Background: an optimization exercise with open tools, aiming at small area. Do not read the settings as production practice. At most, simulation tests tie the RTL to the original design; equivalence was not proved. Only the layout flow was run in run 2; the RTL was not checked for function there. Power and IR drop assume default switching activity.

`design.v`:
```
module dec2_7seg(display, num);
	input [3:0] num;
	output[6:0] display;
	assign display =
			num	== 0 ? 7'b1000000 :
			num	== 1 ? 7'b1111001 :
			num	== 2 ? 7'b0100100 :
			num	== 3 ? 7'b0110000 :
			num	== 4 ? 7'b0011001 :
			num	== 5 ? 7'b0010010 :
			num	== 6 ? 7'b0000010 :
			num	== 7 ? 7'b1111000 :
			num	== 8 ? 7'b0000000 :
			num	== 9 ? 7'b0010000 :
			7'b0010000;			 
endmodule
module nBit2InputMux(out, sel, in0, in1);
	parameter n = 8;
	input sel;
	input [(n - 1):0] in0, in1;
	output [(n - 1):0] out;
	reg [(n - 1):0] rOut;
	assign out = rOut;
	always@(*) begin
		if (sel) begin
			rOut = in1;
		end
		else begin
			rOut = in0;		
		end
	end 
endmodule
module divideClock(clk_in, clk_out, rst);
	parameter freq = 1'd1;	 
	input clk_in, rst;
	output clk_out;
	reg[31:0] ct;
	reg clk_out;
	always @(posedge clk_in) begin
		if (rst) begin
			clk_out <= 1'b0;
			ct <= 32'b0;
		end else begin
		clk_out <= 0;
		if (ct % (32'd100000000 / (freq * 2)) == 0) begin
			clk_out <= ~clk_out;
			ct <= 32'b0;
		end		
		ct <= ct + 1'd1;
		end
	end
endmodule
module TimerController(state, key, clk, finishBit);
	parameter [3:0]	RESET		= 4'b0100,	 
					SET_SEC 	= 4'b0000,	 
					SET_MIN		= 4'b0001,	 
					READY		= 4'b0011, 	 
					TIMER		= 4'b0010,	 
					FLASH		= 4'b0101,	 
					SEC_MIN 	= 4'b0111,	 
					READY_TIMER	= 4'b1001,
					TIMER_READY	= 4'b1011,
					MIN_READY	= 4'b1010;
	input [2:0] key;
	input clk, finishBit;
	output [3:0] state;
	reg [3:0] state;
	always@(posedge clk) begin
		case (state)
			FLASH:
				state <= FLASH;	 
			TIMER:
				if (~key[2])
					state <= TIMER_READY;
				else if (finishBit)
					state <= FLASH;   
			TIMER_READY:
				if (key[2])
					state <= READY;
			READY_TIMER:
				if (key[2])
					state <= TIMER;
			READY:
				if (~key[2])
					state <= READY_TIMER;
			MIN_READY:
				if (key[1])
					state <= READY;
			SET_MIN:
				if (~key[1])
					state <= MIN_READY;
			SEC_MIN:
				if (key[1])
					state <= SET_MIN;
			SET_SEC:
				if (~key[1])
					state <= SEC_MIN;
			RESET:
				if (key[0])
					state <= SET_SEC;
		endcase
		if (!key[0])	 
			state <= RESET;
	end
endmodule
module OnBoard(LEDR, HEX3, HEX2, HEX1, HEX0, SW, KEY, CLOCK_50);
	parameter [3:0]	RESET		= 4'b0100,	 
					SET_SEC 	= 4'b0000,	 
					SET_MIN		= 4'b0001,	 
					READY		= 4'b0011, 	 
					TIMER		= 4'b0010,	 
					FLASH		= 4'b0101,	 
					SEC_MIN 	= 4'b0111,	 
					READY_TIMER	= 4'b1001,
					TIMER_READY	= 4'b1011,
					MIN_READY	= 4'b1010;
	input [7:0] SW;
	input [2:0] KEY;
	input CLOCK_50;
	output [9:0] LEDR;
	output [6:0] HEX3, HEX2, HEX1, HEX0;
	wire timeoutBit, clk0;	
	wire [3:0] wSTATE;
	TimerController fsm(wSTATE, KEY, CLOCK_50, timeoutBit);	
	divideClock #(500000) dvd(CLOCK_50, clk0, ~KEY[0]);
	wire [3:0] out3, out2, out1, out0;
	dec2_7seg disp3(HEX3, out3);
	dec2_7seg disp2(HEX2, out2);
	dec2_7seg disp1(HEX1, out1);
	dec2_7seg disp0(HEX0, out0);
	reg [3:0] r0, r1, r2, r3;
	reg [15:0] timeStore;
	reg sel;
	nBit2InputMux #(4) mux3(out3, sel, timeStore[15:12], r3);
	nBit2InputMux #(4) mux2(out2, sel, timeStore[11:8], r2);
	nBit2InputMux #(4) mux1(out1, sel, timeStore[7:4], r1);
	nBit2InputMux #(4) mux0(out0, sel, timeStore[3:0], r0);
	assign timeoutBit = ({r3, r2, r1, r0} == 0) ? 1 : 0;
	reg [9:0] LEDR;
	wire CLK500ms;
	divideClock #(1000000) ledrclock(CLOCK_50, CLK500ms, ~KEY[0]);
	always@(posedge CLOCK_50) begin
		if (CLK500ms)
		case(wSTATE)		
			FLASH: begin
				LEDR[9:0] <= ~LEDR[9:0];
			end
			default: begin
				LEDR[9:0] <= 10'b0;
			end
		endcase
	end
	always @(posedge CLOCK_50) begin
		if (clk0)
		case(wSTATE)
			FLASH: begin end
			TIMER: begin
				r0 <= r0 - 1;
				if (r0 == 0) begin
					r0 <= 9;
					r1 <= r1 - 1;
					if (r1 == 0) begin
						r1 <= 5;
						r2 <= r2 - 1;
						if (r2 == 0) begin
							r2 <= 9;
							r3 <= r3 - 1;
						end
					end
				end
			end
			TIMER_READY: begin end
			READY_TIMER: begin end
			READY: begin end	
			default:
				{r3, r2, r1, r0} <= timeStore;	
		endcase
	end
	always@(posedge CLOCK_50) begin
		case(wSTATE)
			MIN_READY:
				sel <= 1;
			SET_MIN: begin
				timeStore[15:12] <= (SW[7:4] <= 4'd5) ? SW[7:4] : 4'd5;
				timeStore[11:8] <= (SW[3:0] <= 4'd9) ? SW[3:0] : 4'd9;
			end
			SEC_MIN: begin
				timeStore[7:4] <= (SW[7:4] <= 4'd5) ? SW[7:4] : 4'd5;
				timeStore[3:0] <= (SW[3:0] <= 4'd9) ? SW[3:0] : 4'd9;
			end
			SET_SEC: begin
				timeStore[7:4] <= (SW[7:4] <= 4'd5) ? SW[7:4] : 4'd5;
				timeStore[3:0] <= (SW[3:0] <= 4'd9) ? SW[3:0] : 4'd9;
			end
			RESET: begin
				sel <= 0;
				timeStore <= 16'b0;
			end
		endcase
	end
endmodule
```
`run.sh`:
```
#!/bin/bash
# synth_recipe.tcl (not shown) runs the flow's synth.tcl, then flattens the netlist and writes it again
# the make line also repeats each setting of config.mk as NAME=value (left out here)
make -C /OpenROAD-flow-scripts/flow DESIGN_CONFIG=/design/flow/config.mk WORK_HOME=/design/flow/orfs CLKGATE_MAP_FILE= SYNTH_SCRIPT=/design/flow/synth_recipe.tcl finish
```
`config.mk`:
```
export PLATFORM = sky130hd
export DESIGN_NAME = OnBoard
export DESIGN_NICKNAME = OnBoard
export VERILOG_FILES = /design/flow/design.v
export SDC_FILE = /design/flow/constraint.sdc
export NUM_CORES = 4
export LEC_CHECK = 0
export CAP_MARGIN = 20
export CORE_MARGIN = 2
export CORE_UTILIZATION = 40
export SLEW_MARGIN = 20
```
`constraint.sdc`:
```
create_clock -name core_clock -period 25.0 [get_ports {CLOCK_50}]
set_input_delay 5.0000 -clock core_clock [delete_from_list [all_inputs] [get_ports {CLOCK_50}]]
set_output_delay 5.0000 -clock core_clock [all_outputs]
set_load 0.01 [all_outputs]
```
==> summary.txt, run 1 <==
Worst setup path
  • Reg2Reg Depth: 55
  • Crit. End Element: register
  • CP peak stage delay: 910 ps
  • Startpoint Class: register
  • Reg-to-reg setup timing slack: approximately 6500 ps
  • WS Path Type: reg -> reg
  • CP max-delay cell: dfxtp_1
  • Arr. time, crit path: 18820 ps
  • Reg-to-reg endpoint: dvd.clk_out
  • Worst Path Max Fanout: 28
  • Crit path required time: 25340 ps
  • Worst r2r src: dvd.ct[31]

STA
  • Tmin final: 18480 ps
  • TNS Setup: 0 ps
  • RSZ-0062 raised after global routing: no
  • Setup violators final: 0
  • Worst Slack Setup Final: 6520 ps
  • Slew Limit Headroom: 30.1%
  • Max frequency: around 0.054 GHz
  • Final count of hold timing violations: 0
  • Max Clock Skew: 17.9 ps
  • Period Utilization, post-route: 73.9%
  • Final Max Tran Viols: 0
  • Final worst hold slack: 480 ps
  • Slew of the pin with the lowest slew margin: 1050 ps

Global routing
  • Gr ovfl total: 0
  • Routing usage on met3: around 1.9%
  • Vias in the first global route: 19400
  • Grt met1 use: 26.6%
  • First-pass GRT wire length: 92900 um
  • Total Routing Usage GR: around a fifth
  • Largest net degree at the start of global routing: 63
  • Initial antenna violation count: 0
  • Grt met2 use: 33.9%
  • Top Usage Layer GRT: met2

Route
  • Vias per cell: 6.37
  • Average wire per standard cell: 16.7 um
  • Final WL: 54900 um
  • Initial DRC count: 1483
  • DRT Pass-1 Iters: 6
  • Post-route DRC: 0
  • DR vias: 20900
  • Post-route ant nets: 0

Placed design
  • Port bufs: 49
  • Pre-CTS setup slack: between 6000 and 7000 ps
  • Area after DPL: roughly 0.021 sq mm
  • Routability Congestion: slightly below 0.9
  • HPWL Detailed: 40500 um

Power
  • Final Total Pwr: 0.790 mW
  • Peak supply drop: 38.8 uV
  • Pleak: a little over 7 nW
  • Pwr dens: between 30 and 40 mW/mm^2

Logic synthesis
  • FFs w/ async S/R, synth: 0%
  • Most common cell in the netlist: nor2_1
  • Synth cell count leaders: 234 x nor2_1, 197 x nand2_1, 168 x a21oi_1
  • Synth area leaders: dfxtp_1 6.8%, edfxtp_1 6.3%, nor2_1 4.3%
  • Post-Syn Area: 0.0206 sq mm
  • Sequential area share after synthesis: 13.0%
  • Syn Area/Cell: approximately 7.7 sq um
  • Yosys warns: 5
  • Main synth FF type: dfxtp_1
  • Post-synth top area share: 6.79%
  • #FFs+latches synth: 113
  • Yosys top cell by area: dfxtp_1
  • Number of synthesized flops with an enable pin: 43
  • Cell variety after synth: 180
  • Cells after Synth: 2681

Floorplanning
  • Core Box Area: 0.0512 sq mm
  • Die area: 0.0534 sq mm
  • Chip height: 231 um
  • Initial core utilization: 40.3%
  • I/O Pins: 50
  • Row count: 83
  • Die Span X: 231 um

Clock network
  • Clk buf depth: 2
  • Num Clock Sinks: between 100 and 150
  • Clock insertion delay at the later pin of the skew report: 450 ps
  • H-tree Lvls: 4
  • CTS Buf Count: 17
  • Worst-path clk slew: 60 ps
  • CTS tree: done
  • Root Buffer: clkbuf_16
  • Hold bufs inserted after CTS: 0
  • Post-CTS sizing: 0
  • Setup Buffers After CTS: 0

Worst hold path
  • WHS Path Cells: 1
  • Hold Crit Start: dvd.ct[0]
  • Hold Crit Endpoint: dvd.ct[0]
  • Hold WC Path Type: reg -> reg

Job
  • MaxCap Viol Count: 0

Layout
  • Final #Nets: 2612
  • Share of layout cells above drive strength 1: 14.0%
  • # diodes: 0
  • Area Overhead vs Synth: 4.18%
  • Final instance area: roughly 0.022 sq mm

Status
  • Status: complete, no violations
==> worst max-delay path: cells and delay by family, from the launching register on <==
kind / cells / cell delay, ps
multiplexers: 1 / 330
buffers and inverters: 1 / 370
AND/OR/NAND/NOR: 14 / 4070
flip-flops: 1 / 910
AO/OA/AOI/OAI: 36 / 11920
XOR/XNOR: 3 / 750
==> cell usage in the layout (no fill, tap or decap), drive strengths merged, types with 70 or more instances in the layout <==
| cell type | netlist | routed |
|---|---|---|
| nor3 | 112 | 112 |
| and2 | 88 | 88 |
| xnor2 | 105 | 105 |
| o21ai | 157 | 157 |
| nand2 | 201 | 201 |
| inv | 71 | 82 |
| nor2 | 249 | 249 |
| dfxtp | 70 | 70 |
| a21oi | 189 | 189 |
| nand3 | 109 | 109 |
==> registers in the layout, indices dropped and copies added (netlist names) <==
name / count
LEDR: 10
dvd.clk_out: 1
dvd.ct: 32
fsm.state: 4
ledrclock.clk_out: 1
ledrclock.ct: 32
r0: 4
r1: 4
r2: 4
r3: 4
sel: 1
timeStore: 16
==> logic make-up (layout without fill, tap and decap cells) <==
logic type | after synthesis | in the layout | synth area share, %
multiplexers | 76 | 76 | 4.18
XOR/XNOR | 116 | 116 | 5.36
other | 1 | 2 | 0.0182
flip-flops | 113 | 113 | 13.0
AND/OR/NAND/NOR | 1050 | 1050 | 27.4
AO/OA/AOI/OAI | 1058 | 1058 | 41.8
buffers and inverters | 244 | 166 | 7.03
adder cells (fa/ha/maj) | 23 | 23 | 1.23
==> routing by layer <==
layer	up-vias	routed length, um
met5	-	0
met4	0	661
met3	73	2230
met2	611	26400
met1	9947	25700
li1	10300	-
==> metrics by stage <==
stage	util (%)	instances
after CTS	42.0	3284
after floorplan	-	2682
after global routing	42.0	3284
final	42.0	3284
after global placement	40.8	3252
after detailed placement	40.8	3252
==> where the power goes <==
group | leakage (nW) | internal [mW] | total [mW] | switching, mW
sequential | 0.989 | 0.234 | 0.267 | 0.0334
clock | 0.301 | 0.152 | 0.264 | 0.111
combinational | 5.79 | 0.126 | 0.259 | 0.133
==> final cells by class <==
cell class,instances,area [sq um]
clock buffer,17,425
clock inverter,15,188
fill,5159,29700
inverter,79,297
multi-input combinational,2325,16500
sequential,113,2690
tap,680,851
timing repair buffer,55,531
==> worst max path at each step <==
stage / to / start / cells after the start / slack (ps)
floorplan: dvd.clk_out / dvd.ct[29] / 60 / 9940
global placement: dvd.clk_out / dvd.ct[31] / 55 / 6910
detailed placement: dvd.clk_out / dvd.ct[30] / 55 / 6840
CTS: dvd.clk_out / dvd.ct[31] / 55 / 6800
global route: dvd.clk_out / dvd.ct[31] / 55 / 4980
finish: dvd.clk_out / dvd.ct[31] / 55 / 6520
==> run 2, diff against run 1 <==
==> design.v (replaced) <==
module OnBoard(LEDR, HEX3, HEX2, HEX1, HEX0, SW, KEY, CLOCK_50);
	input [7:0] SW;
	input [2:0] KEY;
	input CLOCK_50;
	output [9:0] LEDR;
	output [6:0] HEX3, HEX2, HEX1, HEX0;
	localparam [3:0] RESET=4'd4, SET_SEC=4'd0, SET_MIN=4'd1, READY=4'd3, TIMER=4'd2,
		FLASH=4'd5, SEC_MIN=4'd7, READY_TIMER=4'd9, TIMER_READY=4'd11, MIN_READY=4'd10,
		RESET1=4'd12, MIN_READY1=4'd14;
	reg [6:0] p;
	always @(posedge CLOCK_50)
		if (!KEY[0]) p <= 7'd0;
		else p <= (p == 7'd99) ? 7'd0 : p + 7'd1;
	wire tick = (p == 7'd1);
	wire tickL = (p == 7'd1) | (p == 7'd51);
	reg [3:0] st;
	reg [3:0] r0, r2, r3;
	reg [2:0] r1;
	reg [3:0] t0, t2;
	reg [2:0] t1, t3;
	reg led;
	wire zero = ({r3, r2, r1, r0} == 15'd0);
	wire sel = (st == READY) | (st == TIMER) | (st == FLASH) | (st == READY_TIMER) |
		(st == TIMER_READY) | (st == RESET1) | (st == MIN_READY1);
	always @(posedge CLOCK_50) begin
		case (st)
			FLASH: st <= FLASH;
			TIMER: if (~KEY[2]) st <= TIMER_READY; else if (zero) st <= FLASH;
			TIMER_READY: if (KEY[2]) st <= READY;
			READY_TIMER: if (KEY[2]) st <= TIMER;
			READY: if (~KEY[2]) st <= READY_TIMER;
			MIN_READY: st <= KEY[1] ? READY : MIN_READY1;
			MIN_READY1: if (KEY[1]) st <= READY;
			SET_MIN: if (~KEY[1]) st <= MIN_READY;
			SEC_MIN: if (KEY[1]) st <= SET_MIN;
			SET_SEC: if (~KEY[1]) st <= SEC_MIN;
			default: st <= SET_SEC;  
		endcase
		if (!KEY[0]) st <= (sel && st != RESET1 || st == MIN_READY) ? RESET1 : RESET;
	end
	wire [2:0] ct = (SW[7] | (SW[6] & SW[5] & SW[4]) | (SW[6] & SW[5])) ? 3'd5 : SW[6:4];
	wire [3:0] co = (SW[3] & (SW[2] | SW[1])) ? 4'd9 : SW[3:0];
	always @(posedge CLOCK_50) begin
		case (st)
			RESET, RESET1: begin t3 <= 0; t2 <= 0; t1 <= 0; t0 <= 0; end
			SET_SEC, SEC_MIN: begin t1 <= ct; t0 <= co; end
			SET_MIN: begin t3 <= ct; t2 <= co; end
			default: ;
		endcase
	end
	always @(posedge CLOCK_50) begin
		if (tick) case (st)
			TIMER: begin
				r0 <= (r0 == 0) ? 4'd9 : r0 - 4'd1;
				if (r0 == 0) begin
					r1 <= (r1 == 0) ? 3'd5 : r1 - 3'd1;
					if (r1 == 0) begin
						r2 <= (r2 == 0) ? 4'd9 : r2 - 4'd1;
						if (r2 == 0) r3 <= r3 - 4'd1;
					end
				end
			end
			READY, READY_TIMER, TIMER_READY, FLASH: ;
			default: begin r3 <= {1'b0, t3}; r2 <= t2; r1 <= t1; r0 <= t0; end
		endcase
	end
	always @(posedge CLOCK_50)
		if (tickL) led <= (st == FLASH) & ~led;
	assign LEDR = {10{led}};
	wire [3:0] d3 = sel ? r3 : {1'b0, t3};
	wire [3:0] d2 = sel ? r2 : t2;
	wire [2:0] d1 = sel ? r1 : t1;
	wire [3:0] d0 = sel ? r0 : t0;
	assign HEX3 = seg(d3);
	assign HEX2 = seg(d2);
	assign HEX1 = seg({1'b0, d1});
	assign HEX0 = seg(d0);
	function [6:0] seg(input [3:0] n);
		case (n)
			4'd0: seg = 7'b1000000;
			4'd1: seg = 7'b1111001;
			4'd2: seg = 7'b0100100;
			4'd3: seg = 7'b0110000;
			4'd4: seg = 7'b0011001;
			4'd5: seg = 7'b0010010;
			4'd6: seg = 7'b0000010;
			4'd7: seg = 7'b1111000;
			4'd8: seg = 7'b0000000;
			default: seg = 7'b0010000;
		endcase
	endfunction
endmodule
--- a/config.mk
+++ b/config.mk
@@ -5,6 +5,7 @@
 export SDC_FILE = /design/flow/constraint.sdc
 export NUM_CORES = 4
 export LEC_CHECK = 0
+export ABC_AREA = 1
 export CAP_MARGIN = 20
 export CORE_MARGIN = 2
 export CORE_UTILIZATION = 40
==> summary.txt, run 2 <==
STA
  • Slew Limit Headroom: 35.1% (+5.0 points)
  • Final count of hold timing violations: 0 (unchanged)
  • Slew of the pin with the lowest slew margin: 964 ps (-83.8 ps)
  • RSZ-0062 raised after global routing: no
  • Max frequency: 0.121 GHz (+120%)
  • Period Utilization, post-route: 33.0% (-41 points)
  • Setup violators final: 0 (unchanged)
  • Max Clock Skew: 3.65 ps (-14.3 ps)
  • Tmin final: 8240 ps (-10240 ps)
  • Final Max Tran Viols: 0 (unchanged)
  • TNS Setup: 0 ps (unchanged)

Power
  • Pleak: 1.64 nW (-77%)
  • Sequential share of power: 22.0% (-12 points)
  • Switching Share: 45.8% (+11 points)
  • Peak supply drop: 35.9 uV (-7.5%)
  • Clock share of power: 7.8% (-26 points)
  • Combinational share of power: 70.2% (+37 points)
  • Pint: 0.303 mW (-41%)
  • P_sw: 0.256 mW (-7.7%)
  • Pwr dens: 153 mW/mm^2 (+320%)

Route
  • DRT Pass-1 Iters: 4 (-2)
  • Post-route ant nets: 0 (unchanged)
  • DR vias: 2641 (-87%)
  • Post-route DRC: 0 (unchanged)
  • Average wire per standard cell: 11.2 um (-33%)
  • Vias per cell: 4.75 (-25%)
  • Initial DRC count: 118 (-92%)
  • Final WL: 6250 um (-89%)

Logic synthesis
  • FFs w/ async S/R, synth: 0% (unchanged)
  • Post-synth top area share: 33.0% (+26 points)
  • Most common cell in the netlist: nand2_1
  • Yosys top cell by area: edfxtp_1
  • Cell variety after synth: 40 (-78%)
  • Cells after Synth: 415 (-85%)
  • Post-Syn Area: 0.00310 sq mm (-85%)
  • Yosys warns: 1 (-4)
  • Syn Area/Cell: 7.46 sq um (-3.1%)
  • Main synth FF type: edfxtp_1
  • Number of synthesized flops with an enable pin: 34 (-21%)
  • Synth cell count leaders: 94 x nand2_1, 58 x nor2_1, 57 x inv_1
  • #FFs+latches synth: 41 (-64%)
  • Sequential area share after synthesis: 37.5% (+24 points)
  • Synth area leaders: edfxtp_1 33%, nand2_1 11%, nor2_1 7.0%

Layout
  • # diodes: 0 (unchanged)
  • Most frequent cells in the layout: 94 x nand2_1, 58 x nor2_1, 57 x inv_1
  • Commonest non-fill, non-tap cell in the layout: nand2_1
  • Area Overhead vs Synth: 18.1%
  • Fill count: 767 (-85%)
  • Share of layout cells above drive strength 1: 10.6% (-3.4 points)
  • Non-Filler Instances: 556 (-83%)
  • Final #Nets: 474 (-82%)
  • Max FFs per register: 7
  • Largest Register: p

Placed design
  • Port bufs: 49 (unchanged)
  • Routability Congestion: 0.895 (about the same)
  • Post-placement cell count: 548 (-83%)
  • HPWL Detailed: 5010 um (-88%)

Worst setup path
  • Worst Path Max Fanout: 22 (-21%)
  • Reg2Reg Depth: 7 (-87%)
  • Worst r2r src: st[0]
  • Worst setup startpoint: st[0]
  • Arr. time, crit path: 3240 ps (-15580 ps)
  • Reg-to-reg setup timing slack: 22510 ps (+15990 ps)
  • Reg-to-reg endpoint: r3[3]
  • Crit path required time: 20000 ps (-5340 ps)
  • Crit. End Element: primary output
  • WS Path Type: reg -> out
  • Startpoint Class: register

Worst hold path
  • Hold Crit Endpoint: p[0]
  • Hold Crit Start: p[0]
  • Hold WC Path Type: reg -> reg
  • WHS Path Cells: 1 (unchanged)

Floorplanning
  • Core Box Area: 0.00761 sq mm (-85%)
  • Die Span X: 92.0 um (-60%)
  • Chip height: 92.0 um (-60%)
  • I/O Pins: 50 (unchanged)
  • Row count: 32 (-61%)
  • Die area: 0.00846 sq mm (-84%)
  • Initial core utilization: 40.7% (+0.39 points)

Global routing
  • Vias in the first global route: 2408 (-88%)
  • Gr ovfl total: 0 (unchanged)
  • Largest net degree at the start of global routing: 23 (-63%)
  • First-pass GRT wire length: 10600 um (-89%)
  • Initial antenna violation count: 0 (unchanged)
  • Total Routing Usage GR: 15.3% (-4.4 points)

Clock network
  • Clk buf depth: 2 (unchanged)
  • Post-CTS sizing: 0 (unchanged)
  • Num Clock Sinks: 41 (-64%)
  • Root Buffer: clkbuf_8
  • Clock insertion delay at the later pin of the skew report: 290 ps (-160 ps)
  • Worst-path clk slew: 80 ps (+20 ps)
  • CTS tree: done
  • CTS Buf Count: 5 (-12)
  • H-tree Lvls: 2 (-2)
  • Hold bufs inserted after CTS: 0 (unchanged)
  • Setup Buffers After CTS: 0 (unchanged)

Job
  • MaxCap Viol Count: 0 (unchanged)

Status
  • Status: complete, no violations
## run 2: power by group through the flow
| stage | logic (mW) | clock network (mW) | registers, mW |
|---|---|---|---|
| floorplan | 0.259 | 0 | 0.119 |
| global placement | 0.393 | 0 | 0.125 |
| global route | 0.442 | 0.0465 | 0.126 |
| detailed placement | 0.396 | 0 | 0.125 |
| finish | 0.393 | 0.0434 | 0.123 |
| CTS | 0.398 | 0.0445 | 0.123 |
## run 2: worst max path at each step
stage,depth (start not counted),slack (ps),endpoint
after floorplan,13,18150,HEX0[0]
after global placement,14,17170,HEX0[0]
after detailed placement,14,17080,HEX0[0]
after CTS,14,16750,HEX0[3]
after global routing,14,16470,HEX0[3]
final,14,16760,HEX0[0]
## run 2: cell families after synthesis
logic type      after synthesis  synth area share [%]
compound gates               51                  9.66
xor+xnor                      4                  1.13
fa+ha+maj                     9                  3.64
buf+inv                      84                  12.9
flops                        41                  37.5
simple gates                226                  35.2
## run 2: routing by layer
layer / vias up / GRT usage [%] / routed length (um)
li1: 1401 / - / -
met1: 1176 / 20.1 / 3010
met2: 62 / 26.7 / 2940
met3: 2 / 2.63 / 277
met4: 0 / 3.23 / 19
met5: - / 0 / 0
## run 2: area by class of cell
cell class              instances  area (sq um)  share of cell area (%)
clock buffers                   6          72.6                    1.98
inverters                      66           250                    6.84
clock inverters                 2          12.5                   0.342
flip-flops and latches         41          1160                    31.7
repair buffers                 49           490                    13.4
well taps                     102           128                    3.49
multi-input cells             290          1540                    42.2
## run 2: worst max-delay path, stage by stage, from the launching register on
cell	delay, ps
edfxtp_1	530
nand2_1	130
clkinv_1	90
nand2_1	90
nand2_2	60
nor2_4	470
nand2_4	290
nand2_1	160
nand2_2	90
inv_1	80
ha_1	130
nand3b_1	100
nand2_1	90
a21oi_2	100
clkdlybuf4s50_1	540
## run 2: through the flow
step / instance area, sq um / setup WS [ps] / hold slack, ps / util (%) / total power [mW]
6_report: 3660 / 16760 / 471 / 48.1 / 0.560
5_1_grt: 3660 / 16470 / 494 / 48.1 / 0.615
4_1_cts: 3660 / 16750 / 479 / 48.1 / 0.566
3_5_place_dp: 3570 / 17080 / 461 / 47.0 / 0.521
3_3_place_gp: 3560 / 17170 / 452 / 46.9 / 0.518
2_1_floorplan: 3100 / 18150 / 433 / - / 0.378
==> run 3, diff against run 2 <==
==> design.v (replaced) <==
module OnBoard(LEDR, HEX3, HEX2, HEX1, HEX0, SW, KEY, CLOCK_50);
	input [7:0] SW;
	input [2:0] KEY;
	input CLOCK_50;
	output [9:0] LEDR;
	output [6:0] HEX3, HEX2, HEX1, HEX0;
	localparam [3:0] RST=4'd0, SS=4'd1, SM=4'd2, SMIN=4'd3, MR0=4'd4, MR1=4'd5,
		RDY=4'd6, RT=4'd7, TMR=4'd8, TR=4'd9, FL=4'd10;
	reg [6:0] p;
	wire fb = ((p[0] & ~p[4]) ^ p[1]) ^ p[6];
	always @(posedge CLOCK_50)
		p <= KEY[0] ? {p[5:0], fb} : 7'd3;
	wire tick = ~p[0] & p[1] & p[2] & ~p[3] & ~p[6];
	wire tickL = ~p[0] & p[1] & ~p[3] & ~p[5] & ~p[6];
	reg [3:0] st;
	reg [3:0] d0, d2, d3;
	reg [2:0] d1;
	reg [3:0] o0, o2;
	reg [2:0] o1, o3;
	reg led;
	wire b0 = (d0 == 4'd0);
	wire b1 = b0 & (d1 == 3'd0);
	wire b2 = b1 & (d2 == 4'd0);
	wire zero = b2 & (d3 == 4'd0);
	always @(posedge CLOCK_50) begin
		case (st)
			SS: if (~KEY[1]) st <= SM;
			SM: if (KEY[1]) st <= SMIN;
			SMIN: if (~KEY[1]) st <= MR0;
			MR0: st <= KEY[1] ? RDY : MR1;
			MR1: if (KEY[1]) st <= RDY;
			RDY: if (~KEY[2]) st <= RT;
			RT: if (KEY[2]) st <= TMR;
			TMR: if (~KEY[2]) st <= TR; else if (zero) st <= FL;
			TR: if (KEY[2]) st <= RDY;
			FL: ;
			default: st <= SS;
		endcase
		if (!KEY[0]) st <= RST;
	end
	wire setting = (st == RST) | (st == SS) | (st == SM) | (st == SMIN);
	wire [2:0] ct = (SW[7] | (SW[6] & SW[5])) ? 3'd5 : SW[6:4];
	wire [3:0] co = (SW[3] & (SW[2] | SW[1])) ? 4'd9 : SW[3:0];
	always @(posedge CLOCK_50)
		if ((tick & st != MR1) | st == MR0) begin
			o3 <= d3[2:0]; o2 <= d2; o1 <= d1; o0 <= d0;
		end
	wire ldo = (st == MR0 & ~tick) | (st == MR1 & tick);
	wire dec = (st == TMR) & tick;
	always @(posedge CLOCK_50) begin
		if (st == RST) begin
			d3 <= 0; d2 <= 0; d1 <= 0; d0 <= 0;
		end else if (ldo) begin
			d3 <= {1'b0, o3}; d2 <= o2; d1 <= o1; d0 <= o0;
		end else begin
			if (st == SS | st == SM) begin d1 <= ct; d0 <= co; end
			if (st == SMIN) begin d3 <= {1'b0, ct}; d2 <= co; end
			if (dec) begin
				d0 <= b0 ? 4'd9 : d0 - 4'd1;
				if (b0) d1 <= (d1 == 3'd0) ? 3'd5 : d1 - 3'd1;
				if (b1) d2 <= (d2 == 4'd0) ? 4'd9 : d2 - 4'd1;
				if (b2) d3 <= d3 - 4'd1;
			end
		end
	end
	always @(posedge CLOCK_50)
		if (tickL) led <= (st == FL) & ~led;
	assign LEDR = {10{led}};
	assign HEX3 = seg(d3);
	assign HEX2 = seg(d2);
	assign HEX1 = seg({1'b0, d1});
	assign HEX0 = seg(d0);
	function [6:0] seg(input [3:0] n);
		seg = n == 4'd0 ? 7'b1000000 :
			n == 4'd1 ? 7'b1111001 :
			n == 4'd2 ? 7'b0100100 :
			n == 4'd3 ? 7'b0110000 :
			n == 4'd4 ? 7'b0011001 :
			n == 4'd5 ? 7'b0010010 :
			n == 4'd6 ? 7'b0000010 :
			n == 4'd7 ? 7'b1111000 :
			n == 4'd8 ? 7'b0000000 : 7'b0010000;
	endfunction
endmodule
==> summary.txt, run 3 <==
Layout
  • Area Overhead vs Synth: 22.3%
  • Max FFs per register: 7 (unchanged)
  • Most frequent cells in the layout: 115 x nand2_1, 58 x inv_1, 50 x nor2_1
  • # diodes: 0 (unchanged)
  • Final #Nets: 466 (-1.7%)
  • Largest Register: p
  • Non-Filler Instances: 527 (-5.2%)
  • Share of layout cells above drive strength 1: 7.78% (-2.8 points)
  • Commonest non-fill, non-tap cell in the layout: nand2_1
  • Fill count: 634 (-17%)

Clock network
  • H-tree Lvls: 2 (unchanged)
  • Clock insertion delay at the later pin of the skew report: 290 ps (about the same)
  • CTS Buf Count: 5 (unchanged)
  • Hold bufs inserted after CTS: 0 (unchanged)
  • Worst-path clk slew: 80 ps (about the same)
  • Clk buf depth: 2 (unchanged)
  • Root Buffer: clkbuf_8
  • CTS tree: done
  • Num Clock Sinks: 41 (unchanged)
  • Setup Buffers After CTS: 0 (unchanged)
  • Post-CTS sizing: 0 (unchanged)

Floorplanning
  • Row count: 29 (-9.4%)
  • Chip height: 85.9 um (-6.6%)
  • Die Span X: 85.9 um (-6.6%)
  • I/O Pins: 50 (unchanged)
  • Core Box Area: 0.00642 sq mm (-16%)
  • Die area: 0.00738 sq mm (-13%)
  • Initial core utilization: 41.8% (+1.1 points)

Placed design
  • HPWL Detailed: 4800 um (-4.1%)
  • Post-placement cell count: 519 (-5.3%)
  • Routability Congestion: 0.894 (about the same)
  • Port bufs: 49 (unchanged)

Route
  • DRT Pass-1 Iters: 4 (unchanged)
  • Vias per cell: 4.80 (+1.1%)
  • Average wire per standard cell: 11.8 um (+5.3%)
  • Final WL: 6230 um (-0.21%)
  • Post-route DRC: 0 (unchanged)
  • Post-route ant nets: 0 (unchanged)
  • Initial DRC count: 124 (+5.1%)
  • DR vias: 2530 (-4.2%)

STA
  • Final count of hold timing violations: 0 (unchanged)
  • TNS Setup: 0 ps (unchanged)
  • Setup violators final: 0 (unchanged)
  • Max frequency: 0.135 GHz (+11%)
  • Final Max Tran Viols: 0 (unchanged)
  • Slew of the pin with the lowest slew margin: 734 ps (-230 ps)
  • Max Clock Skew: 6.39 ps (+2.74 ps)
  • Tmin final: 7400 ps (-844 ps)
  • RSZ-0062 raised after global routing: no
  • Period Utilization, post-route: 29.6% (-3.4 points)
  • Slew Limit Headroom: 51.0% (+16 points)

Global routing
  • Gr ovfl total: 0 (unchanged)
  • First-pass GRT wire length: 10600 um (-0.33%)
  • Largest net degree at the start of global routing: 16 (-30%)
  • Initial antenna violation count: 0 (unchanged)
  • Total Routing Usage GR: 17.9% (+2.6 points)
  • Vias in the first global route: 2328 (-3.3%)

Logic synthesis
  • Largest family of logic cells by synthesized area: simple AND/OR/NAND/NOR gates
  • Sequential area share after synthesis: 36.2% (-1.3 points)
  • Post-Syn Area: 0.00268 sq mm (-13%)
  • Synth Area in XOR/XNOR: 0.979% (-0.15 points)
  • Yosys top cell by area: dfxtp_1
  • Post-synth top area share: 19.4% (-14 points)
  • Synth Area in Adders: 2.33% (-1.3 points)
  • Synth Area in Simple Gates: 35.2% (+0.093 points)
  • FFs w/ async S/R, synth: 0% (unchanged)
  • Most common cell in the netlist: nand2_1
  • #FFs+latches synth: 41 (unchanged)
  • Post-synthesis mux area share: 0% (unchanged)
  • Synth area leaders: dfxtp_1 19%, edfxtp_1 17%, nand2_1 16%
  • Yosys warns: 1 (unchanged)
  • Cells after Synth: 406 (-2.2%)
  • Compound-Gate Fraction of Synth Area: 12.6% (+3.0 points)
  • Main synth FF type: dfxtp_1
  • Cell variety after synth: 29 (-28%)
  • Synth cell count leaders: 115 x nand2_1, 58 x inv_1, 50 x nor2_1
  • Syn Area/Cell: 6.61 sq um (-11%)
  • Number of synthesized flops with an enable pin: 15 (-56%)

Worst setup path
  • Reg2Reg Depth: 5 (-2)
  • Arr. time, crit path: 2400 ps (-840 ps)
  • Crit. End Element: primary output
  • Reg-to-reg endpoint: o1[2]
  • WS Path Type: reg -> out
  • Worst r2r src: p[0]
  • Startpoint Class: register
  • Worst Path Max Fanout: 6 (-73%)
  • Crit path required time: 20000 ps (about the same)
  • Reg-to-reg setup timing slack: 23210 ps (+700 ps)

Power
  • Pwr dens: 125 mW/mm^2 (-18%)
  • Pleak: 1.55 nW (-5.5%)
  • Pint: 0.224 mW (-26%)
  • Combinational share of power: 59.3% (-11 points)
  • Sequential share of power: 27.7% (+5.7 points)
  • Peak supply drop: 54.8 uV (+53%)
  • Switching Share: 45.5% (-0.32 points)
  • Clock share of power: 12.9% (+5.1 points)
  • P_sw: 0.187 mW (-27%)

Job
  • MaxCap Viol Count: 0 (unchanged)

Worst hold path
  • Hold Crit Endpoint: p[4]
  • Hold Crit Start: p[3]
  • Hold WC Path Type: reg -> reg
  • WHS Path Cells: 2 (+1)

Status
  • Status: complete, no violations
[run 3: per-stage QoR]
step | total power, mW | hold WS, ps | setup slack (ps) | instance area (sq um) | utilization (%)
after global routing | 0.453 | 447 | 17460 | 3280 | 51.1
after detailed placement | 0.360 | 419 | 17970 | 3180 | 49.4
after global placement | 0.358 | 414 | 18060 | 3180 | 49.4
final | 0.412 | 429 | 17600 | 3280 | 51.1
after floorplan | 0.267 | 407 | 18620 | 2680 | -
after CTS | 0.414 | 432 | 17640 | 3280 | 51.1
[run 3: logic make-up (layout without fill, tap and decap cells)]
kind of cell / after synthesis / after routing
AO/OA/AOI/OAI: 59 / 59
XOR/XNOR: 3 / 3
adder cells (fa/ha/maj): 5 / 5
buffers and inverters: 78 / 122
flip-flops: 41 / 41
AND/OR/NAND/NOR: 220 / 220
[run 3: cell type report]
class | count | area, sq um | share of cell area (%)
Clock buffer | 6 | 72.6 | 2.21
Clock inverter | 2 | 35.0 | 1.07
Inverter | 65 | 244 | 7.43
Multi-Input combinational cell | 287 | 1370 | 41.8
Sequential cell | 41 | 971 | 29.6
Tap cell | 77 | 96.3 | 2.93
Timing Repair Buffer | 49 | 490 | 14.9
[run 3: how the worst max path moves through the flow]
stage,cells after the start,slack [ps],startpoint,end
floorplan,7,18620,d3[0],HEX3[5]
global placement,8,18060,d3[0],HEX3[5]
detailed placement,8,17970,d3[0],HEX3[5]
CTS,8,17640,d3[0],HEX3[5]
global route,8,17460,d3[0],HEX3[5]
finish,8,17600,d3[0],HEX3[5]
[run 3: power by group through the flow]
stage | Combinational, mW | Sequential (mW) | Clock [mW]
after floorplan | 0.157 | 0.110 | 0
after global placement | 0.243 | 0.116 | 0
after detailed placement | 0.245 | 0.115 | 0
after CTS | 0.246 | 0.114 | 0.0547
after global routing | 0.278 | 0.118 | 0.0572
final | 0.244 | 0.114 | 0.0533
[run 3: worst max-delay path, cell delays in order (launching register included)]
cell and delay [ps]:
dfxtp_1 440, inv_1 120, ha_1 240, o21ai_0 250, nand2_1 80, nor2_1 150
nand2_1 90, a41oi_1 160, clkdlybuf4s50_1 560
[run 3: layer usage]
metal	track usage, %	up-vias	wire length, um
li1	-	1363	-
met1	25.2	1104	3150
met2	27.8	57	2780
met3	3.18	6	240
met4	5.77	0	61
met5	0	-	0
==> run 4, diff against run 3 <==
==> flow/run.sh (new file) <==
#!/bin/bash
# Own layout flow: the standard ORFS flow (standard.sh, unchanged synthesis), with
# - one buf_1 per input/output port instead of the default port buffer,
# - combinational cells downsized to their smallest drive after floorplan (timing is loose),
# - CTS with small clock buffers and no dummy loads.
# Each step's full output goes to a log file in this folder; ORFS's own logs are under orfs/logs.
set -euo pipefail
HERE=$(pwd)
export BUFFER_PORTS_ARGS="-buffer_cell sky130_fd_sc_hd__buf_1"
export POST_FLOORPLAN_TCL="$HERE/flow/downsize.tcl"
export CTS_ARGS="-sink_clustering_enable -repair_clock_nets -buf_list sky130_fd_sc_hd__clkbuf_4 -dont_use_dummy_load"
bash standard.sh synth > "$HERE/log_synth.txt" 2>&1
bash standard.sh finish > "$HERE/log_layout.txt" 2>&1
==> flow/downsize.tcl (new file) <==
# Swap every combinational cell to the smallest-area drive strength of the same function.
set db [ord::get_db]
set block [ord::get_db_block]
set n 0
foreach inst [$block getInsts] {
  set mname [[$inst getMaster] getName]
  if {![regexp {^(sky130_fd_sc_hd__[a-z0-9]+)_([0-9]+)$} $mname -> base drive]} { continue }
  if {[regexp {df|dl|tap|fill|decap|conb|clk} $base]} { continue }
  set best ""
  set barea 1e9
  foreach d {0 1 2 3 4 6 8 12 16} {
    set m [$db findMaster ${base}_$d]
    if {$m == "NULL"} { continue }
    if {[lsearch -exact $::env(DONT_USE_CELLS) ${base}_$d] >= 0} { continue }
    set a [expr {[$m getWidth] * [$m getHeight]}]
    if {$a < $barea} { set barea $a; set best ${base}_$d }
  }
  if {$best ne "" && $best ne $mname} {
    replace_cell [$inst getName] $best
    incr n
  }
}
puts "downsize: replaced $n cells"
==> standard.sh (new file) <==
#!/bin/bash
# synth_recipe.tcl (not shown) runs the flow's synth.tcl, then flattens the netlist and writes it again
# the make line also repeats each setting of config.mk as NAME=value (left out here)
make -C /OpenROAD-flow-scripts/flow DESIGN_CONFIG=/design/flow/config.mk WORK_HOME=/design/flow/orfs CLKGATE_MAP_FILE= SYNTH_SCRIPT=/design/flow/synth_recipe.tcl "${@:-finish}"
removed: run.sh
==> summary.txt, run 4 <==
Route
  • Average wire per standard cell: 11.7 um (-1.1%)
  • Post-route DRC: 0 (unchanged)
  • Vias per cell: 4.92 (+2.5%)
  • Final WL: 6130 um (-1.6%)
  • DRT Pass-1 Iters: 4 (unchanged)
  • Post-route ant nets: 0 (unchanged)
  • DR vias: 2579 (+1.9%)
  • Initial DRC count: 113 (-8.9%)

Layout
  • Fill count: 673 (+6.2%)
  • Commonest non-fill, non-tap cell in the layout: nand2_1
  • Final #Nets: 466 (unchanged)
  • Layout Utilization: 44.1% (-7.0 points)
  • Non-Filler Instances: 524 (-0.57%)
  • Area Overhead vs Synth: 5.64%
  • Final instance area: 0.00284 sq mm (-14%)
  • Max FFs per register: 7 (unchanged)
  • Largest Register: p
  • Share of layout cells above drive strength 1: 1.12% (-6.7 points)
  • # diodes: 0 (unchanged)
  • Most frequent cells in the layout: 122 x nand2_1, 65 x inv_1, 62 x nor2_1

Clock network
  • Clk buf depth: 2 (unchanged)
  • Clock insertion delay at the later pin of the skew report: 350 ps (+60 ps)
  • H-tree Lvls: 2 (unchanged)
  • Root Buffer: clkbuf_4
  • Setup Buffers After CTS: 0 (unchanged)
  • CTS tree: done
  • CTS Buf Count: 5 (unchanged)
  • Hold bufs inserted after CTS: 0 (unchanged)
  • Post-CTS sizing: 0 (unchanged)
  • Num Clock Sinks: 41 (unchanged)
  • Worst-path clk slew: 110 ps (+30 ps)

Logic synthesis
  • Number of synthesized flops with an enable pin: 15 (unchanged)
  • Post-Syn Area: 0.00268 sq mm (unchanged)
  • Yosys top cell by area: dfxtp_1
  • Post-synth top area share: 19.4% (unchanged)
  • #FFs+latches synth: 41 (unchanged)
  • Syn Area/Cell: 6.61 sq um (unchanged)
  • Yosys warns: 1 (unchanged)
  • Synth cell count leaders: 115 x nand2_1, 58 x inv_1, 50 x nor2_1
  • Cells after Synth: 406 (unchanged)
  • Cell variety after synth: 29 (unchanged)
  • Sequential area share after synthesis: 36.2% (unchanged)
  • FFs w/ async S/R, synth: 0% (unchanged)
  • Synth area leaders: dfxtp_1 19%, edfxtp_1 17%, nand2_1 16%
  • Most common cell in the netlist: nand2_1
  • Main synth FF type: dfxtp_1

Floorplanning
  • I/O Pins: 50 (unchanged)
  • Die Span X: 85.9 um (unchanged)
  • Die area: 0.00738 sq mm (unchanged)
  • Initial core utilization: 41.8% (unchanged)
  • Chip height: 85.9 um (unchanged)
  • Row count: 29 (unchanged)
  • Core Box Area: 0.00642 sq mm (unchanged)

Global routing
  • Initial antenna violation count: 0 (unchanged)
  • First-pass GRT wire length: 10400 um (-1.4%)
  • Total Routing Usage GR: 17.6% (-0.29 points)
  • Gr ovfl total: 0 (unchanged)
  • Vias in the first global route: 2333 (+0.21%)
  • Largest net degree at the start of global routing: 16 (unchanged)

STA
  • Period Utilization, post-route: 28.1% (-1.5 points)
  • Max frequency: 0.142 GHz (+5.2%)
  • TNS Setup: 0 ps (unchanged)
  • Max Clock Skew: 20.4 ps (+14.0 ps)
  • Tmin final: 7040 ps (-364 ps)
  • Setup violators final: 0 (unchanged)
  • Slew of the pin with the lowest slew margin: 870 ps (+136 ps)
  • Slew Limit Headroom: 41.8% (-9.2 points)
  • Final Max Tran Viols: 0 (unchanged)
  • Final count of hold timing violations: 0 (unchanged)
  • RSZ-0062 raised after global routing: no

Job
  • MaxCap Viol Count: 0 (unchanged)

Placed design
  • Post-placement cell count: 519 (unchanged)
  • Port bufs: 49 (unchanged)
  • HPWL Detailed: 4680 um (-2.4%)
  • Area after DPL: 0.00280 sq mm (-12%)
  • Routability Congestion: 0.895 (about the same)

Status
  • Status: complete, no violations

Worst setup path
  • CP peak stage delay: 440 ps (-120 ps)
  • Worst setup startpoint: d3[0]
  • Crit path cell chain: inv_1 -> ha_1 -> o21ai_0 -> nand2_1 -> nor2_1 -> nand2_1 -> a41oi_1 -> buf_1
  • Arr. time, crit path: 2040 ps (-360 ps)
  • Worst Path Max Fanout: 6 (unchanged)
  • Top cell by count, worst path: nand2_1
  • WS Path Type: reg -> out
  • Crit. End Element: primary output
  • Startpoint Class: register
  • CP max-delay cell: dfxtp_1
  • Crit path required time: 20000 ps (about the same)
  • Worst r2r src: st[2]

Worst hold path
  • Hold WC Path Type: reg -> reg
  • Hold Crit Start: p[3]

Power
  • Peak supply drop: 51.8 uV (-5.3%)
  • Pwr dens: 120 mW/mm^2 (-4.5%)
  • Pleak: 1.39 nW (-10%)
[run 4: metrics by stage]
| step | hold WS, ps | power [mW] | setup WS, ps |
|---|---|---|---|
| floorplan | 407 | 0.267 | 18620 |
| global placement | 411 | 0.310 | 18440 |
| detailed placement | 420 | 0.311 | 18380 |
| CTS | 438 | 0.342 | 17970 |
| global route | 453 | 0.380 | 17730 |
| finish | 434 | 0.339 | 17960 |
[run 4: cell type report]
cell class                 count  area (sq um)  share of cell area [%]
sequential                    41           971                    34.2
clock buffer                   5          37.5                    1.32
tap                           77          96.3                    3.40
multi-input combinational    287          1300                    45.9
timing repair buffer          49           184                    6.49
inverter                      65           244                    8.61
[run 4: critical path: cells and delay by family, from the launching register on]
family          cells  cell delay (ps)
buf+inv             2              290
simple gates        3              310
fa+ha+maj           1              240
compound gates      2              410
flops               1              440
[run 4: layer usage]
layer / part of all wire [%] / vias up / wire length [um] / global-route usage, %
li1: - / 1363 / - / -
met1: 49 / 1148 / 2990 / 24.1
met2: 45 / 58 / 2750 / 28.3
met3: 4.9 / 10 / 298 / 3.08
met4: 1.5 / 0 / 95 / 5.63
met5: 0 / - / 0 / 0
[run 4: worst paths after layout]
check                           slack, ps  cells past startpoint      end
worst max-delay path                17960                      8  HEX3[5]
worst min-delay path                  430                      2     p[4]
worst max register to register      23040                      9    d1[1]
worst min register to register        430                      2     p[4]
[run 4: power breakdown]
group	switching, mW	leakage, nW	internal [mW]
combinational	0.136	1.01	0.0618
sequential	0.0193	0.357	0.0927
clock	0.0197	0.0230	0.00942
[run 4: kinds of logic after synthesis]
| logic type | after synthesis | synth area share [%] |
|---|---|---|
| simple gates | 220 | 35.2 |
| buf+inv | 78 | 12.6 |
| compound gates | 59 | 12.6 |
| flops | 41 | 36.2 |
| fa+ha+maj | 5 | 2.33 |
| xor+xnor | 3 | 0.979 |

## static timing again, ports no longer ideal
How much do the figures lean on ideal ports? The routed layouts below were timed once more, with nothing changed but the port constraints. Step 1 sets driving cells, clkbuf_16 on the clock port and buf_2 on the other inputs (assumed; they add their load-dependent delay and slew). Step 2 moves the port delays by t, midway between the first and last clock arrival at a register: inputs arrive t later, outputs are due t later. That takes back most of the time a late clock gives input paths. a / b / c = ideal / step 1 / step 2; a / b = the first two.
run | shift t [ns] | setup WS [ns] | worst hold slack (ns) | worst slew at a driven data input, ns
run 1 | 0.488 | 6.518 / 6.518 / 6.518 | 0.480 / 0.480 / 0.480 | 0.04
run 2 | 0.312 | 16.755 / 16.729 / 17.041 | 0.471 / 0.471 / 0.471 | 0.03
run 3 | 0.318 | 17.599 / 17.570 / 17.888 | 0.429 / 0.429 / 0.429 | 0.04
run 4 | 0.367 | 17.963 / 17.937 / 18.304 | 0.434 / 0.434 / 0.434 | 0.04
After both steps setup and hold are still met in every run listed.
